From an optimization exercise on the open Yosys and OpenROAD flow, aimed at small area, a short achievable clock period and few clock cycles per item; shortcuts taken in it are not production practice.
Function was checked by simulation only, so behaviour that the tests miss may differ from the original.

== job 2206 ==
## Convolution_without_pipeline
module Convolution_without_pipeline(
    clk, rst_n, in_valid,
    In_IFM_1, In_IFM_2, In_IFM_3, In_IFM_4, In_IFM_5, In_IFM_6, In_IFM_7, In_IFM_8, In_IFM_9,
    In_Weight_1, In_Weight_2, In_Weight_3, In_Weight_4, In_Weight_5, In_Weight_6, In_Weight_7, In_Weight_8, In_Weight_9,
    out_valid, Out_OFM
    );
Size in the first run: ~170 I/O pins, ~0.017 mm² of cells after synthesis.
clock: 10.0 ns
lec_check: 0
cap_margin: 20
core_margin: 2
core_utilization: 40
setup_slack_margin: 4.3
slew_margin: 20
synth_hierarchical: 1
synth_minimum_keep_size: 0
standard.sh (not shown) runs the stock make flow with config.mk's settings and CLKGATE_MAP_FILE= SYNTH_SCRIPT=/design/flow/synth_recipe.tcl, a recipe that flattens the netlist after the stock synthesis.
==> flow/flow/run.sh <==
#!/bin/bash
# Own flow: the standard flow (standard.sh) with its synthesis unchanged.
# The layout steps only differ in two ways:
#  * the delay cells (clkdlybuf4s*, dlygate*, dlymetal*) are not used, so the
#    port buffers and the resizer use ordinary buffers instead;
#  * buffer_ports uses buf_2 for the port buffers.
set -euo pipefail
bash standard.sh synth > synth.log 2>&1
PLATFORM_DONT_USE="sky130_fd_sc_hd__probe_p_8 sky130_fd_sc_hd__probec_p_8 sky130_fd_sc_hd__lpflow_bleeder_1 sky130_fd_sc_hd__lpflow_clkbufkapwr_1 sky130_fd_sc_hd__lpflow_clkbufkapwr_16 sky130_fd_sc_hd__lpflow_clkbufkapwr_2 sky130_fd_sc_hd__lpflow_clkbufkapwr_4 sky130_fd_sc_hd__lpflow_clkbufkapwr_8 sky130_fd_sc_hd__lpflow_clkinvkapwr_1 sky130_fd_sc_hd__lpflow_clkinvkapwr_16 sky130_fd_sc_hd__lpflow_clkinvkapwr_2 sky130_fd_sc_hd__lpflow_clkinvkapwr_4 sky130_fd_sc_hd__lpflow_clkinvkapwr_8 sky130_fd_sc_hd__lpflow_decapkapwr_12 sky130_fd_sc_hd__lpflow_decapkapwr_3 sky130_fd_sc_hd__lpflow_decapkapwr_4 sky130_fd_sc_hd__lpflow_decapkapwr_6 sky130_fd_sc_hd__lpflow_decapkapwr_8 sky130_fd_sc_hd__lpflow_inputiso0n_1 sky130_fd_sc_hd__lpflow_inputiso0p_1 sky130_fd_sc_hd__lpflow_inputiso1n_1 sky130_fd_sc_hd__lpflow_inputiso1p_1 sky130_fd_sc_hd__lpflow_inputisolatch_1 sky130_fd_sc_hd__lpflow_isobufsrc_1 sky130_fd_sc_hd__lpflow_isobufsrc_16 sky130_fd_sc_hd__lpflow_isobufsrc_2 sky130_fd_sc_hd__lpflow_isobufsrc_4 sky130_fd_sc_hd__lpflow_isobufsrc_8 sky130_fd_sc_hd__lpflow_isobufsrckapwr_16 sky130_fd_sc_hd__lpflow_lsbuf_lh_hl_isowell_tap_1 sky130_fd_sc_hd__lpflow_lsbuf_lh_hl_isowell_tap_2 sky130_fd_sc_hd__lpflow_lsbuf_lh_hl_isowell_tap_4 sky130_fd_sc_hd__lpflow_lsbuf_lh_isowell_4 sky130_fd_sc_hd__lpflow_lsbuf_lh_isowell_tap_1 sky130_fd_sc_hd__lpflow_lsbuf_lh_isowell_tap_2 sky130_fd_sc_hd__lpflow_lsbuf_lh_isowell_tap_4"
DELAY_CELLS="sky130_fd_sc_hd__clkdlybuf4s15_1 sky130_fd_sc_hd__clkdlybuf4s15_2 sky130_fd_sc_hd__clkdlybuf4s18_1 sky130_fd_sc_hd__clkdlybuf4s18_2 sky130_fd_sc_hd__clkdlybuf4s25_1 sky130_fd_sc_hd__clkdlybuf4s25_2 sky130_fd_sc_hd__clkdlybuf4s50_1 sky130_fd_sc_hd__clkdlybuf4s50_2 sky130_fd_sc_hd__dlygate4sd1_1 sky130_fd_sc_hd__dlygate4sd2_1 sky130_fd_sc_hd__dlygate4sd3_1 sky130_fd_sc_hd__dlymetal6s2s_1 sky130_fd_sc_hd__dlymetal6s4s_1 sky130_fd_sc_hd__dlymetal6s6s_1"
bash standard.sh "DONT_USE_CELLS=$PLATFORM_DONT_USE $DELAY_CELLS" \
  "BUFFER_PORTS_ARGS=-buffer_cell sky130_fd_sc_hd__buf_2" finish > layout.log 2>&1
Job 2206 reached the final stage; the timing, DRC and antenna checks on its layout passed.
Testbench counts of job 2206, summed over its fixed seeds: cycles 3,208, items 3,200.
> inputs changed (job 2206 -> job 1223)
Settings: SETUP_SLACK_MARGIN now 4.5, was 4.3.
[summary]
Comparing job 2206 and job 1223, the higher non-clock buffer count was measured on job 1223.
Area added between synthesis and finish in job 1223 is 2.3 points above job 2206.
From job 2206 to job 1223 the numbers moved as follows: cell area after synthesis now sits at about the same level.
Compared with job 2206, job 1223 shows per-cell routed wire length that has gone up slightly.
Summary of job 1223 over job 2206: minimum clock period after layout fell 140 ps, final worst setup slack now sits higher.
Input changes introduced in job 1219 (baseline for comparison: job 1223):
Settings: a change of SETUP_SLACK_MARGIN from 4.5 to 4.6.
## What came out
- The time the worst path needs with I/O delays and setup number comes out higher for job 1223 vs job 1219.
- Job 1219 improves on job 1223 in smallest setup slack after layout.
- Routed wire length for job 1219: 0.38% down relative to job 1223
The inputs of job 2117 differ from those of job 1219 as listed below.
Settings: SETUP_SLACK_MARGIN now 4.4, was 4.6; GPL_ROUTABILITY_DRIVEN now 0, previously not set.
--- outcome ---
- Cmp job 1219 and job 2117 / global-route usage / higher: job 1219
- Compared with job 1219, job 2117 shows a lower critical path depth.
- [compare] base=job 1219 new=job 2117: design area now smaller; buffer share of cell area went down by 1.2 points.
- Comparing job 1219 and job 2117, the lower area growth from synthesis to layout was measured on job 2117.
- Job 2117 — routed length per instance 0.27 µm lower, job 1219 as reference
- Job 2117 vs job 1219 — minimum clock period rose 75 ps.
Changes in job 1112 relative to job 2117:
Settings: GPL_ROUTABILITY_DRIVEN removed (was 0); SETUP_SLACK_MARGIN changed from 4.4 to 4.2.
Findings:
The final core area utilization in job 1112 was lower than what job 2117 gave.
Compared with job 2117, job 1112 shows a higher ratio of final minimum period to clock period.
For job 6685, these inputs were changed with respect to job 1112:
Settings: an added GPL_ROUTABILITY_DRIVEN of 0; a change of SETUP_SLACK_MARGIN from 4.2 to 4.5.
==> notes.md <==
Compared with job 1112, the router placed more vias in job 6685.
Fmax | job 6685 vs job 1112 | job 6685 faster
Wire length of the first global-routing pass of job 6685 exceeds that of job 1112 by a few percent.
As far as number of clock buffers in the layout goes, job 1112 and job 6685 are indistinguishable; the numbers are identical.
Between job 6685 and job 1112, the final cell utilization of the core is lower for job 1112.

-- static timing again, ports no longer ideal --
The flow's constraints put no driver on any port. The routed layouts listed below were extracted and timed again, unchanged, in two steps.
Step 1: set_driving_cell puts a clkbuf_16 on clk and a buf_2 on each other input, an assumption about the parent block.
Step 2 adds t to the input delays and takes it off the output delays; t is the mean of the earliest and latest rising clock arrival at the registers after step 1. Input paths then give back, and output paths get back, about the clock's delay inside the block.
a / b / c = no drivers / after step 1 / after step 2; a / b = the first two.
run	shift t [ns]	setup WS [ns]	slew at the worst register clock pin (ns)
job 2206	0.345	4.383 / 4.336 / 4.085	0.07 / 0.07
job 1223	0.351	4.528 / 4.478 / 4.227	0.08 / 0.08
job 1219	0.345	4.561 / 4.517 / 4.301	0.08 / 0.08
job 2117	0.348	4.486 / 4.494 / 4.156	0.07 / 0.07
job 1112	0.345	4.342 / 4.293 / 4.040	0.07 / 0.07
job 6685	0.350	4.520 / 4.476 / 4.211	0.07 / 0.07
After both steps setup and hold are still met in every run listed. The setup slack of job 2117, which loses most, moves by +0.008 ns with the drivers and by -0.330 ns with both steps.
